Background: an optimization exercise with open tools, aiming at small area. Do not read the settings as production practice. In this exercise RTL edits were held to simulation tests only and were not proved equivalent to the original. Power is estimated from default activity; no workload was simulated.

Setup of lane 1:
## TOP_CPU
module TOP_CPU(
    input wire sysclk,
    input wire reset,                
    output wire [31:0] imem_addr,    
    input wire [31:0] imem_rdata,    
    output wire [31:0] dmem_addr,    
    output wire [31:0] dmem_wdata,   
    output wire dmem_we,             
    output wire dmem_re,             
    input wire [31:0] dmem_rdata     
);
export LEC_CHECK = 0
export CAP_MARGIN = 20
export CORE_MARGIN = 2
export CORE_UTILIZATION = 40
export GPL_ROUTABILITY_DRIVEN = 1
export SLEW_MARGIN = 20
create_clock -name core_clock -period 12.0 [get_ports {sysclk}]
standard.sh (not shown) runs the stock make flow with config.mk's settings and CLKGATE_MAP_FILE= SYNTH_SCRIPT=/design/flow/synth_recipe.tcl, a recipe that flattens the netlist after the stock synthesis.
==> flow/flow/run.sh <==
#!/bin/bash
# Own flow: the standard layout (standard.sh, with the standard synthesis),
# with two changes to what the layout adds around the design:
#  - the port buffers are buf_1 cells (every input and output still gets one);
#  - clock tree synthesis uses clkbuf_8 buffers, sink clusters of up to 30
#    flip-flops, and no dummy loads.
set -euo pipefail
export BUFFER_PORTS_ARGS="-buffer_cell sky130_fd_sc_hd__buf_1"
export CTS_ARGS="-sink_clustering_enable -repair_clock_nets -dont_use_dummy_load -sink_clustering_size 30 -buf_list sky130_fd_sc_hd__clkbuf_8"
bash standard.sh > flow_make.log 2>&1
Lane 1 completed; timing, DRC and antenna clean
The following lists how lane 2 was set up differently from lane 1:
-- flow/design.v --
<<< lane 1, line 39
    wire [5:0] fn = IR[5:0];
    wire [15:0] imm = IR[15:0];
    wire isR    = op == 6'h00;
    wire isJ    = op == 6'h02 || op == 6'h03;
    wire isJR   = isR && (fn == 6'h08 || fn == 6'h09);
    wire Branch = op == 6'h04 || op == 6'h05 || op == 6'h06 || op == 6'h07 || op == 6'h01;
    wire JOp    = isJ || isJR;
    wire Load_ID = op == 6'h23 || op == 6'h20;
    wire MemWrite_ID = op == 6'h2b;
    wire RegWrite_ID = !(op == 6'h2b || Branch || op == 6'h02 || (isR && fn == 6'h08));
    wire Link_ID = op == 6'h03 || (isR && fn == 6'h09);
    wire useRt  = op == 6'h23 || op == 6'h20 || op == 6'h0f || op == 6'h08 || op == 6'h09 ||
                  op == 6'h0c || op == 6'h0a || op == 6'h0b;    
    wire immB   = useRt || op == 6'h2b;
    wire shA    = isR && (fn == 6'h00 || fn == 6'h02 || fn == 6'h03);
    wire [4:0] Rw_ID = useRt ? rt : (op == 6'h03) ? 5'd31 : rd;
    reg [1:0] cls_ID, sub_ID;
    always @(*) begin
        cls_ID = 2'd0; sub_ID = 2'd0;
        case (op)
        6'h0c: begin cls_ID = 2'd1; sub_ID = 2'd0; end
        6'h0a: begin cls_ID = 2'd3; sub_ID = 2'd0; end
        6'h0b: begin cls_ID = 2'd3; sub_ID = 2'd1; end
        6'h23, 6'h20, 6'h2b, 6'h0f, 6'h08, 6'h09: begin cls_ID = 2'd0; sub_ID = 2'd0; end
        default: begin
            case (fn)
            6'h22, 6'h23: begin cls_ID = 2'd0; sub_ID = 2'd1; end
>>> lane 2, line 39
    wire [5:0] fn = IR[5:0];
    wire [15:0] imm = IR[15:0];
    wire o5 = op[5], o3 = op[3], o2 = op[2], o1 = op[1], o0 = op[0];
    wire lowop  = !o5 && !o3;                          
    wire isR    = lowop && !o2 && !o1 && !o0;          
    wire isJ    = lowop && !o2 && o1;                  
    wire isJR   = isR && !fn[5] && fn[3];              
    wire Branch = lowop && (o2 || (!o1 && o0));        
    wire JOp    = isJ || isJR;
    wire Load_ID = o5 && !o3;                          
    wire MemWrite_ID = o5 && o3;                       
    wire RegWrite_ID = !(MemWrite_ID || Branch || (isJ && !o0) || (isJR && !fn[0]));
    wire Link_ID = (isJ && o0) || (isJR && fn[0]);     
    wire immB   = o5 || o3;                            
    wire shA    = isR && !fn[5] && !fn[3];             
    wire [4:0] Rw_ID = immB ? rt : (o1 && o0) ? 5'd31 : rd;
    wire andi   = !o5 && o3 && o2 && !o0;              
    wire slti   = !o5 && o3 && !o2 && o1;              
    reg [1:0] cls_ID, sub_ID;
    always @(*) begin
        cls_ID = 2'd0; sub_ID = 2'd0;
        if (immB) begin
            if (andi) begin cls_ID = 2'd1; sub_ID = 2'd0; end
            else if (slti) begin cls_ID = 2'd3; sub_ID = {1'b0, o0}; end
        end else begin
            case (fn)
            6'h22, 6'h23: begin cls_ID = 2'd0; sub_ID = 2'd1; end
<<< lane 1, line 70
            endcase
        end
        endcase
    end
    wire [31:0] dA, dB;
>>> lane 2, line 70
            endcase
        end
    end
    wire [31:0] dA, dB;
<<< lane 1, line 85
    reg taken;
    always @(*) begin
        case (op)
        6'h04: taken = eq;
        6'h05: taken = !eq;
        6'h06: taken = lt || eq;
        6'h07: taken = !(lt || eq);
        default: taken = lt;    
        endcase
    end
    wire matchEX = Rw_EX == rs || Rw_EX == rt;
>>> lane 2, line 84
    reg taken;
    always @(*) begin
        if (!o2) taken = lt;                         
        else taken = (o1 ? (lt || eq) : eq) ^ o0;    
    end
    wire matchEX = Rw_EX == rs || Rw_EX == rt;
<<< lane 1, line 138
        cls_EX <= cls_ID;
        sub_EX <= sub_ID;
        LoadByte_EX <= op == 6'h20;
        Link_EX <= Link_ID;
        imm_EX <= imm;
        LU_EX <= op == 6'h0f;
        fill_EX <= imm[15] && op != 6'h0c;
        dataA_EX <= dA;
        dataB_EX <= dB;
>>> lane 2, line 132
        cls_EX <= cls_ID;
        sub_EX <= sub_ID;
        LoadByte_EX <= !o0;
        Link_EX <= Link_ID;
        imm_EX <= imm;
        LU_EX <= o2 && o1;
        fill_EX <= imm[15] && !andi;
        dataA_EX <= dA;
        dataB_EX <= dB;
Notes after the runs:
Against lane 1, lane 2 comes in 0.71 points higher on relative area change from synthesis to final layout.
Going from lane 1 to lane 2, the fmax was found to have gone down by 1.3 MHz.
Compared to lane 1, lane 2 has power consumption about 4.7% higher.
Summary: with lane 1 as the reference, net count reported at finish in lane 2 moved up slightly.
Measured against lane 2, the number of antenna diodes of lane 1 comes out at 0.923 times the reference value.
On area of the multi-input gates, lane 1 and lane 2 are neck and neck.
As far as die span in x is concerned, lane 1 and lane 2 perform about the same.
Diff lane 1 and lane 2: setup slack higher in lane 1
Delta (lane 2 minus lane 1): layout buffer count excluding clock buffers increased by 20% relative to the old numbers; number of non-clock inverters decreased by 6 relative to the old numbers.
Lane 2 vs lane 1 — average cell area after synthesis rose about 0.4%.
In lane 2, the final design area excluding fillers came out 0.75% above the value in lane 1.
Lane 2 against lane 1: pin count of the biggest net entering global routing rose by about 18%, routed via count fell about 0.6%.

==> afterwards: timing with drivers on the ports <==
The flow's constraints put no driver on any port. The routed layouts listed below were extracted and timed again, unchanged, in two steps.
Step 1 (the two cells are an assumption about what drives the block):
set clk [get_ports {sysclk}]
set_driving_cell -lib_cell sky130_fd_sc_hd__clkbuf_16 $clk
set_driving_cell -lib_cell sky130_fd_sc_hd__buf_2 [delete_from_list [all_inputs] $clk]
Step 2 adds t to the input delays and takes it off the output delays; t is the mean of the earliest and latest rising clock arrival at the registers after step 1. Input paths then give back, and output paths get back, about the clock's delay inside the block.
Slacks: no drivers / after step 1 / after step 2; pairs: no drivers / after step 1.
run	t, ns	setup slack, ns	hold WS [ns]	worst setup path after step 2	slew at the worst register clock pin (ns)
lane 1	0.991	2.354 / 2.354 / 2.354	0.324 / 0.324 / 0.324	register to register	0.07 / 0.07
lane 2	1.029	2.228 / 2.228 / 2.228	0.326 / 0.326 / 0.326	register to register	0.08 / 0.08
After both steps setup and hold are still met in every run listed.
